Context: an optimization exercise on an open-source flow, tuned for a short achievable clock period and few clock cycles. The choices shown serve that exercise and are no tape-out recipe.
The RTL was checked by simulation tests, not by an equivalence proof against the original design.

## the reference run
## mips_cpu
module mips_cpu (
	input         clk,
	input         rst,
	output [31:0] imem_addr,
	input  [31:0] imem_data,
	output [31:0] dmem_addr,
	output [31:0] dmem_wdata,
	output        dmem_we,
	output        dmem_re,
	input  [31:0] dmem_rdata
);
	localparam BEQ = 0, BNE = 1, BNZ = 2, BZ = 3, BALW = 4;
	reg [31:0] pc;
	reg        vx;                        
	reg [31:0] xa, xb, xi;                
	reg        xa_m, xb_m;                
	reg [31:0] xix;                       
	reg        sh_m, sa_m;                
	reg        sb_m, sb_i, sb_r, sb_rn;   
	reg [31:0] x_pc4;
	reg        x_pred, x_br, x_jr;
	reg [4:0]  x_bk;
	reg        x_wen, x_st, x_ld;
	reg [4:0]  x_rd;
	reg        x_add, x_sub, x_slt, x_sltu, x_and, x_or, x_xor, x_sll, x_srl, x_b;
	reg [31:0] m_res, m_wd;
	reg [31:0] m_addr;                    
	reg        m_ld;                      
	reg        m_we, m_re, m_wen;
	reg [4:0]  m_rd;
	reg [31:0] rf [1:31];
	wire [31:0] ins = imem_data;
	wire [5:0] op = ins[31:26];
	wire [5:0] fn = ins[5:0];
	wire [4:0] rs = ins[25:21];
	wire [4:0] rt = ins[20:16];
	wire [4:0] rd = ins[15:11];
	wire [31:0] se = {{16{ins[15]}}, ins[15:0]};
	wire is_r    = (op == 6'h00);
	wire is_jr   = is_r && (fn == 6'h08);
	wire is_ialu = (op[5:3] == 3'b001);
	wire is_lui  = (op == 6'h0F);
	wire is_ld   = (op == 6'h20) || (op == 6'h23);
	wire is_st   = (op == 6'h28) || (op == 6'h2B);
	wire is_bri  = (op == 6'h01);
	wire is_br   = (op[5:2] == 4'b0001) || is_bri;
	wire is_j    = (op == 6'h02);
	wire is_jal  = (op == 6'h03);
	wire [2:0] iop = op[2:0];
	wire f_add  = (is_r && (fn == 6'h20 || fn == 6'h21 || fn == 6'h22 || fn == 6'h23)) ||
  ...
clock: 12.0 ns
lec_check: 0
cap_margin: 20
core_margin: 2
core_utilization: 60
slew_margin: 20
synth_hierarchical: 1
synth_minimum_keep_size: 0
standard.sh (not shown) runs the stock make flow with config.mk's settings and CLKGATE_MAP_FILE= SYNTH_SCRIPT=/design/flow/synth_recipe.tcl, a recipe that flattens the netlist after the stock synthesis.
==> flow/flow/run.sh <==
#!/bin/bash
# The standard layout (standard synthesis, floorplan, placement, CTS, routing),
# with timing repair aimed at a shorter period than the constraint's: the
# constraint is unchanged, only the repair's setup margin is larger. The resizer
# may change a cell's footprint, and ports are buffered with buf_8.
set -euo pipefail
bash standard.sh SETUP_SLACK_MARGIN=8.3 TNS_END_PERCENT=30 ABC_CLOCK_PERIOD_IN_PS=1000 \
  MATCH_CELL_FOOTPRINT=0 "BUFFER_PORTS_ARGS=-buffer_cell sky130_fd_sc_hd__buf_8" finish > standard.log 2>&1
Testbench counts of the reference run, summed over its fixed seeds: cycles 43,458.
Here is what was changed in the inputs of the trial run compared with the reference run.
-- flow/design.v --
<<< the reference run, line 99
	wire [31:0] pc_next;
	wire [31:0] m_val = m_ld ? dmem_rdata : m_res;
	wire [31:0] rd_rs = (rs == 5'd0) ? 32'd0 : ((m_wen && m_rd == rs) ? m_val : rf[rs]);
	wire [31:0] rd_rt = (rt == 5'd0) ? 32'd0 : ((m_wen && m_rd == rt) ? m_val : rf[rt]);
	wire x_fw = vx && x_wen;
	wire fa_m = x_fw && (x_rd == rs);
>>> the trial run, line 99
	wire [31:0] pc_next;
	wire [31:0] m_val = m_ld ? dmem_rdata : m_res;
	wire [31:0] rows [0:31];
	assign rows[0] = 32'd0;
	genvar gi;
	generate
		for (gi = 1; gi < 32; gi = gi + 1) begin : g_rows
			assign rows[gi] = (m_wen && m_rd == gi) ? m_val : rf[gi];
		end
	endgenerate
	wire [31:0] rd_rs = rows[rs];
	wire [31:0] rd_rt = rows[rt];
	wire x_fw = vx && x_wen;
	wire fa_m = x_fw && (x_rd == rs);
<<< the reference run, line 118
	wire [4:0] ld_rd = (vx && x_ld && x_wen) ? x_rd : 5'd0;
	wire hazard;
	mips_next_pc next_pc (.ins(ins), .pc(pc), .pc4(pc4), .hi_p(hi_p), .hi_m(hi_m),
		.ld_rd(ld_rd), .xz_rd(xz_rd), .x_zero(x_zero), .redirect(redirect), .redirect_pc(redirect_pc),
		.f_pred(f_pred), .hazard(hazard), .pc_next(pc_next));
>>> the trial run, line 126
	wire [4:0] ld_rd = (vx && x_ld && x_wen) ? x_rd : 5'd0;
	wire hazard;
	mips_next_pc next_pc (.ins(ins), .pc(x_pc4), .pc4(pc4), .hi_p(hi_p), .hi_m(hi_m),
		.ld_rd(ld_rd), .xz_rd(xz_rd), .x_zero(x_zero), .redirect(redirect), .redirect_pc(redirect_pc),
		.f_pred(f_pred), .hazard(hazard), .pc_next(pc_next));
<<< the reference run, line 186
module mips_next_pc (
	input  [31:0] ins,
	input  [31:0] pc,
	input  [31:0] pc4,
	input  [23:0] hi_p,
>>> the trial run, line 194
module mips_next_pc (
	input  [31:0] ins,
	input  [31:0] pc,             
	input  [31:0] pc4,
	input  [23:0] hi_p,
global routing (5_1_grt): the trial run exited with error. Effective utilization at floorplan essentially unchanged between the reference run and the trial run. The reference run has a higher xor and xnor fraction of the mapped netlist area than the trial run. Summary of the comparison: synthesized net count is higher in the trial run, relative to the reference run. Against the reference run as the reference, the trial run delivers a higher row count. Relative to the reference run, share of synthesized area occupied by flip-flops and latches decreased by 2.2 points in the trial run. Compared with the reference run, in the trial run fraction of synthesized area in multiplexers lower, area after synthesis higher, number of post-CTS setup repair buffers higher, number of buffers inserted during clock tree synthesis higher, die boundary width higher. Number of cells upsized or downsized after cts (higher): the trial run.
Testbench counts of the trial run, summed over its fixed seeds: cycles 43,458.

[re-timing with driven ports]
Ports are ideal in the flow. The routed layout listed here was re-timed in OpenROAD. Step 1 assumes that a clkbuf_16 drives the clock port and a buf_2 every other input. Step 2 moves the port delays by t, midway between the first and last clock arrival at a register: inputs arrive t later, outputs are due t later. That takes back most of the time a late clock gives input paths. a / b / c = no drivers / after step 1 / after step 2; a / b = the first two.
run: the reference run
t (ns): 0.882
setup slack, ns: 8.117 / 7.861 / 6.979
clock arrival spread, ns: 0.053 / 0.054
worst slew at a driven data input, ns: 0.54
After both steps setup and hold are still met in the reference run. For the reference run, drivers alone change the setup slack by -0.256 ns; drivers and shift together by -1.138 ns.
